Context: an optimization exercise on an open-source flow, tuned for small area. The choices shown serve that exercise and are no tape-out recipe.
RTL that was checked went through simulation tests only; none was proved equivalent to the original.

==> v34 <==
// cpsd_top
module cpsd_top
  #(parameter DATA_WIDTH = 16)
  (
    input rstn,
    input en,
    input clk,
    input start,
    input [DATA_WIDTH - 1 : 0] xin,
    input [DATA_WIDTH - 1 : 0] max,
    input qrs,
    output normal,
    output AF,
    output VF,
    output [DATA_WIDTH - 1 : 0] cpsd
  );
export LEC_CHECK = 0
export ABC_AREA = 1
export CAP_MARGIN = 20
export CORE_MARGIN = 2
export CORE_UTILIZATION = 30
export PLACE_DENSITY = 0.4
export SLEW_MARGIN = 20
create_clock -name core_clock -period 120.0 [get_ports {clk}]
run.sh (not shown) runs the stock make flow with config.mk's settings and CLKGATE_MAP_FILE= SYNTH_SCRIPT=/design/flow/synth_recipe.tcl, a recipe that flattens the netlist after the stock synthesis.
==> inputs of v15, as changes to v34 <==
--- a/flow/design.v
+++ b/flow/design.v
@@ -129,45 +129,64 @@
     if (!rstn)
       cv1_flag <= 1'b1;
     else if (en && test && qrs)
       cv1_flag <= 1'b0;
   end
   reg kpend;       
   reg rvalid;      
-  reg [KW - 1 : 0] km [0 : NC - 1];
-  reg [KW - 1 : 0] rm [0 : NC - 1];
-  reg [KW - 1 : 0] krow [0 : 6];
-  reg [KW - 1 : 0] rrow [0 : 6];
-  reg [KW - 1 : 0] kA_raw;
-  reg [KW - 1 : 0] rA_raw;
+  reg [7:0] klo [0 : NC - 1];
+  reg [5:0] ksa [0 : 2];
+  reg [1:0] ksh [0 : 2];
+  reg [7:0] rlo [0 : NC - 1];
+  reg [5:0] rsa [0 : 2];
+  reg [1:0] rsh [0 : 2];
+  wire [5:0] qab = {qa, qb};
+  reg [7:0] krow [0 : 6];
+  reg [7:0] rrow [0 : 6];
+  reg [7:0] kloA;
+  reg [7:0] rloA;
   integer r, s;
   always @(*)
   begin
     for (r = 0; r < 7; r = r + 1)
     begin
-      krow[r] = {KW{1'bx}};
-      rrow[r] = {KW{1'bx}};
+      krow[r] = 8'bx;
+      rrow[r] = 8'bx;
       for (s = 0; s < 7; s = s + 1)
         if (qb == s)
         begin
-          krow[r] = km[r * 7 + s];
-          rrow[r] = rm[r * 7 + s];
+          krow[r] = klo[r * 7 + s];
+          rrow[r] = rlo[r * 7 + s];
         end
     end
-    kA_raw = {KW{1'bx}};
-    rA_raw = {KW{1'bx}};
+    kloA = 8'bx;
+    rloA = 8'bx;
     for (r = 0; r < 7; r = r + 1)
       if (qa == r)
       begin
-        kA_raw = krow[r];
-        rA_raw = rrow[r];
-      end
-  end
-  wire [KW - 1 : 0] kA = kpend ? {KW{1'b0}} : kA_raw;
-  wire [KW - 1 : 0] rA = rvalid ? rA_raw : {KW{1'b0}};
+        kloA = krow[r];
+        rloA = rrow[r];
+      end
+  end
+  wire [2:0] kmatch;
+  wire [2:0] rmatch;
+  genvar g;
+  generate
+    for (g = 0; g < 3; g = g + 1)
+    begin : slot_match
+      assign kmatch[g] = (ksh[g] != 0) && (ksa[g] == qab);
+      assign rmatch[g] = (rsh[g] != 0) && (rsa[g] == qab);
+    end
+  endgenerate
+  wire [1:0] khA = (kmatch[0] ? ksh[0] : 2'd0) | (kmatch[1] ? ksh[1] : 2'd0) |
+                   (kmatch[2] ? ksh[2] : 2'd0);
+  wire [1:0] rhA = (rmatch[0] ? rsh[0] : 2'd0) | (rmatch[1] ? rsh[1] : 2'd0) |
+                   (rmatch[2] ? rsh[2] : 2'd0);
+  wire [KW - 1 : 0] kA = kpend ? {KW{1'b0}} : {khA, kloA};
+  wire [KW - 1 : 0] rA = rvalid ? {rhA, rloA} : {KW{1'b0}};
   wire [KW - 1 : 0] kN = kA + 1'b1;
   wire [KW : 0] e = {1'b0, rA} - {1'b0, kA};
   wire k0 = (kA == 0);
   wire thr_fall = !k0 && (e == 3);
   wire thr_rise = (k0 && rA >= 4) || (e == {(KW + 1){1'b1}} - 1'b1);
   wire nz_inc = (k0 && rA != 1) || (e == 0);
   wire nz_dec = !k0 && (e == 1);
@@ -198,27 +217,46 @@
     begin
       kpend <= 1'b0;
       if (copy)
         rvalid <= !kpend;
     end
   end
   wire kclr = qrs || kpend;
-  wire [5:0] a = qa * 7 + qb;
+  wire [7:0] wbus = kclr ? 8'd0 : kN[7:0];
+  wire wrap = !kclr && (kloA == 8'hff);
+  wire [2:0] kfree = {ksh[2] == 0, ksh[1] == 0, ksh[0] == 0};
+  wire [2:0] kalloc = (kmatch != 0) ? 3'b000 :
+                      kfree[0] ? 3'b001 : kfree[1] ? 3'b010 : kfree[2] ? 3'b100 : 3'b000;
   always @(posedge clk)
   begin
     if (en)
     begin
       for (i = 0; i < NC; i = i + 1)
       begin
-        if (!qrs && a == i)
-          km[i] <= kN;
-        else if (kclr)
-          km[i] <= 0;
+        if (kclr || qab == (i / 7) * 8 + (i % 7))
+          klo[i] <= (i == 0) ? (wbus | {7'd0, kpend && !qrs}) : wbus;
         if (copy)
-          rm[i] <= km[i];
+          rlo[i] <= klo[i];
+      end
+      for (i = 0; i < 3; i = i + 1)
+      begin
+        if (kclr)
+          ksh[i] <= 2'd0;
+        else if (wrap && kmatch[i])
+          ksh[i] <= ksh[i] + 1'b1;
+        else if (wrap && kalloc[i])
+        begin
+          ksh[i] <= 2'd1;
+          ksa[i] <= qab;
+        end
+        if (copy)
+        begin
+          rsh[i] <= ksh[i];
+          rsa[i] <= ksa[i];
+        end
       end
     end
   end
   reg signed [6:0] nz;
   reg [6:0] cv1;         
   reg [5:0] cvn;
   reg [5:0] cpsd_r;
CORE_UTILIZATION = 60   (was 30)
CTS_BUF_LIST = sky130_fd_sc_hd__clkbuf_4   (was not set)
PLACE_DENSITY = 0.7   (was 0.4)
==> inputs of v20, as changes to v34 <==
--- a/flow/design.v
+++ b/flow/design.v
@@ -129,45 +129,64 @@
     if (!rstn)
       cv1_flag <= 1'b1;
     else if (en && test && qrs)
       cv1_flag <= 1'b0;
   end
   reg kpend;       
   reg rvalid;      
-  reg [KW - 1 : 0] km [0 : NC - 1];
-  reg [KW - 1 : 0] rm [0 : NC - 1];
-  reg [KW - 1 : 0] krow [0 : 6];
-  reg [KW - 1 : 0] rrow [0 : 6];
-  reg [KW - 1 : 0] kA_raw;
-  reg [KW - 1 : 0] rA_raw;
+  reg [7:0] klo [0 : NC - 1];
+  reg [5:0] ksa [0 : 2];
+  reg [1:0] ksh [0 : 2];
+  reg [7:0] rlo [0 : NC - 1];
+  reg [5:0] rsa [0 : 2];
+  reg [1:0] rsh [0 : 2];
+  wire [5:0] qab = {qa, qb};
+  reg [7:0] krow [0 : 6];
+  reg [7:0] rrow [0 : 6];
+  reg [7:0] kloA;
+  reg [7:0] rloA;
   integer r, s;
   always @(*)
   begin
     for (r = 0; r < 7; r = r + 1)
     begin
-      krow[r] = {KW{1'bx}};
-      rrow[r] = {KW{1'bx}};
+      krow[r] = 8'bx;
+      rrow[r] = 8'bx;
       for (s = 0; s < 7; s = s + 1)
         if (qb == s)
         begin
-          krow[r] = km[r * 7 + s];
-          rrow[r] = rm[r * 7 + s];
+          krow[r] = klo[r * 7 + s];
+          rrow[r] = rlo[r * 7 + s];
         end
     end
-    kA_raw = {KW{1'bx}};
-    rA_raw = {KW{1'bx}};
+    kloA = 8'bx;
+    rloA = 8'bx;
     for (r = 0; r < 7; r = r + 1)
       if (qa == r)
       begin
-        kA_raw = krow[r];
-        rA_raw = rrow[r];
-      end
-  end
-  wire [KW - 1 : 0] kA = kpend ? {KW{1'b0}} : kA_raw;
-  wire [KW - 1 : 0] rA = rvalid ? rA_raw : {KW{1'b0}};
+        kloA = krow[r];
+        rloA = rrow[r];
+      end
+  end
+  wire [2:0] kmatch;
+  wire [2:0] rmatch;
+  genvar g;
+  generate
+    for (g = 0; g < 3; g = g + 1)
+    begin : slot_match
+      assign kmatch[g] = (ksh[g] != 0) && (ksa[g] == qab);
+      assign rmatch[g] = (rsh[g] != 0) && (rsa[g] == qab);
+    end
+  endgenerate
+  wire [1:0] khA = (kmatch[0] ? ksh[0] : 2'd0) | (kmatch[1] ? ksh[1] : 2'd0) |
+                   (kmatch[2] ? ksh[2] : 2'd0);
+  wire [1:0] rhA = (rmatch[0] ? rsh[0] : 2'd0) | (rmatch[1] ? rsh[1] : 2'd0) |
+                   (rmatch[2] ? rsh[2] : 2'd0);
+  wire [KW - 1 : 0] kA = kpend ? {KW{1'b0}} : {khA, kloA};
+  wire [KW - 1 : 0] rA = rvalid ? {rhA, rloA} : {KW{1'b0}};
   wire [KW - 1 : 0] kN = kA + 1'b1;
   wire [KW : 0] e = {1'b0, rA} - {1'b0, kA};
   wire k0 = (kA == 0);
   wire thr_fall = !k0 && (e == 3);
   wire thr_rise = (k0 && rA >= 4) || (e == {(KW + 1){1'b1}} - 1'b1);
   wire nz_inc = (k0 && rA != 1) || (e == 0);
   wire nz_dec = !k0 && (e == 1);
@@ -198,27 +217,46 @@
     begin
       kpend <= 1'b0;
       if (copy)
         rvalid <= !kpend;
     end
   end
   wire kclr = qrs || kpend;
-  wire [5:0] a = qa * 7 + qb;
+  wire [7:0] wbus = kclr ? 8'd0 : kN[7:0];
+  wire wrap = !kclr && (kloA == 8'hff);
+  wire [2:0] kfree = {ksh[2] == 0, ksh[1] == 0, ksh[0] == 0};
+  wire [2:0] kalloc = (kmatch != 0) ? 3'b000 :
+                      kfree[0] ? 3'b001 : kfree[1] ? 3'b010 : kfree[2] ? 3'b100 : 3'b000;
   always @(posedge clk)
   begin
     if (en)
     begin
       for (i = 0; i < NC; i = i + 1)
       begin
-        if (!qrs && a == i)
-          km[i] <= kN;
-        else if (kclr)
-          km[i] <= 0;
+        if (kclr || qab == (i / 7) * 8 + (i % 7))
+          klo[i] <= (i == 0) ? (wbus | {7'd0, kpend && !qrs}) : wbus;
         if (copy)
-          rm[i] <= km[i];
+          rlo[i] <= klo[i];
+      end
+      for (i = 0; i < 3; i = i + 1)
+      begin
+        if (kclr)
+          ksh[i] <= 2'd0;
+        else if (wrap && kmatch[i])
+          ksh[i] <= ksh[i] + 1'b1;
+        else if (wrap && kalloc[i])
+        begin
+          ksh[i] <= 2'd1;
+          ksa[i] <= qab;
+        end
+        if (copy)
+        begin
+          rsh[i] <= ksh[i];
+          rsa[i] <= ksa[i];
+        end
       end
     end
   end
   reg signed [6:0] nz;
   reg [6:0] cv1;         
   reg [5:0] cvn;
   reg [5:0] cpsd_r;
CORE_UTILIZATION = 45   (was 30)
CTS_BUF_LIST = sky130_fd_sc_hd__clkbuf_2   (was not set)
CTS_CLUSTER_SIZE = 40   (was not set)
PLACE_DENSITY = 0.55   (was 0.4)
==> impl_metrics.prom <==
# TYPE chip_impl_metric gauge
chip_impl_info{name="status",value="complete, no violations"} 1
chip_impl_metric{name="timing.fmax",unit="GHz"} 0.0201
chip_impl_metric{name="layout.nets",unit=""} 5635
chip_impl_metric{name="dr.first_iter.drc_count",unit=""} 2830
chip_impl_info{name="most-common-layout-cells",value="sky130_fd_sc_hd__edfxtp_1 (1,556), sky130_fd_sc_hd__nand2_1 (788), sky130_fd_sc_hd__nor2_1 (763), sky130_fd_sc_hd__o21ai_0 (453), sky130_fd_sc_hd__inv_1 (253)"} 1
chip_impl_metric{name="fp.dieH",unit="µm"} 481
chip_impl_metric{name="power_frac_comb",unit="%"} 26.9
chip_impl_metric{name="final.signal_buffer_count",unit=""} 134
chip_impl_metric{name="tritoncts.num_buffers",unit=""} 182
chip_impl_metric{name="power.clock.total",unit="mW"} 0.545
chip_impl_info{name="largest_registers",value="dl (576), km (490), rm (490)"} 1
the above is filed under v34

==> impl_metrics.prom <==
# TYPE chip_impl_metric gauge
chip_impl_info{name="status",value="complete, no violations"} 1
chip_impl_metric{name="timing.fmax",unit="GHz"} 0.0201
chip_impl_info{name="crit_path_cell_trace",value="buf_2 -> buf_4 -> nand2_1 -> nor3b_1 -> clkdlybuf4s50_1"} 1
chip_impl_info{name="largest_registers",value="dl (576), klo (392), rlo (392)"} 1
chip_impl_info{name="most-common-layout-cells",value="sky130_fd_sc_hd__edfxtp_1 (1,408), sky130_fd_sc_hd__nand2_1 (812), sky130_fd_sc_hd__clkbuf_4 (551), sky130_fd_sc_hd__o21ai_0 (316), sky130_fd_sc_hd__nand3_1 (265)"} 1
chip_impl_metric{name="tritoncts.num_buffers",unit=""} 380
chip_impl_metric{name="layout.nets",unit=""} 4957
chip_impl_metric{name="fp.dieH",unit="µm"} 321
chip_impl_metric{name="power.clock.total",unit="mW"} 0.402
chip_impl_metric{name="dr.first_iter.drc_count",unit=""} 3872
chip_impl_metric{name="final.signal_buffer_count",unit=""} 110
the above is filed under v15

==> impl_metrics.prom <==
# TYPE chip_impl_metric gauge
chip_impl_metric{name="layout.nets",unit=""} 4971
chip_impl_metric{name="fp.dieH",unit="µm"} 370
chip_impl_info{name="status",value="complete, no violations"} 1
chip_impl_info{name="largest_registers",value="dl (576), klo (392), rlo (392)"} 1
chip_impl_metric{name="tritoncts.num_buffers",unit=""} 385
chip_impl_metric{name="timing.fmax",unit="GHz"} 0.0201
chip_impl_metric{name="final.signal_buffer_count",unit=""} 119
chip_impl_metric{name="power_frac_comb",unit="%"} 21.9
chip_impl_info{name="most-common-layout-cells",value="sky130_fd_sc_hd__edfxtp_1 (1,408), sky130_fd_sc_hd__nand2_1 (812), sky130_fd_sc_hd__clkbuf_2 (562), sky130_fd_sc_hd__o21ai_0 (316), sky130_fd_sc_hd__nand3_1 (265)"} 1
chip_impl_metric{name="dr.first_iter.drc_count",unit=""} 2918
the above is filed under v20

The RTL of v15 and v20 was laid out without a check of its function.

==> separate check: timing with driven ports <==
How much do the figures lean on ideal ports? The routed layouts below were timed once more, with nothing changed but the port constraints.
Step 1 (the two cells are an assumption about what drives the block):
set clk [get_ports {clk}]
set_driving_cell -lib_cell sky130_fd_sc_hd__clkbuf_16 $clk
set_driving_cell -lib_cell sky130_fd_sc_hd__buf_2 [delete_from_list [all_inputs] $clk]
Step 2 times the ports against the registers' clock, not the clock port: input delays grow and output delays shrink by t, the midpoint of the rising clock arrivals with the driver on.
Slacks: no drivers / after step 1 / after step 2; pairs: no drivers / after step 1.
| run | shift t [ns] | setup WS [ns] | clock arrival spread, ns | worst register clock-pin slew, ns |
|---|---|---|---|---|
| v34 | 0.893 | 70.288 / 70.268 / 70.268 | 0.054 / 0.054 | 0.06 / 0.06 |
| v15 | 1.223 | 70.348 / 70.323 / 70.323 | 0.170 / 0.170 | 0.07 / 0.07 |
| v20 | 1.655 | 70.302 / 70.279 / 70.279 | 0.270 / 0.271 | 0.12 / 0.12 |
After both steps every run listed still meets setup and hold. The setup slack of v15, which loses most, moves by -0.025 ns with the drivers and by -0.025 ns with both steps.
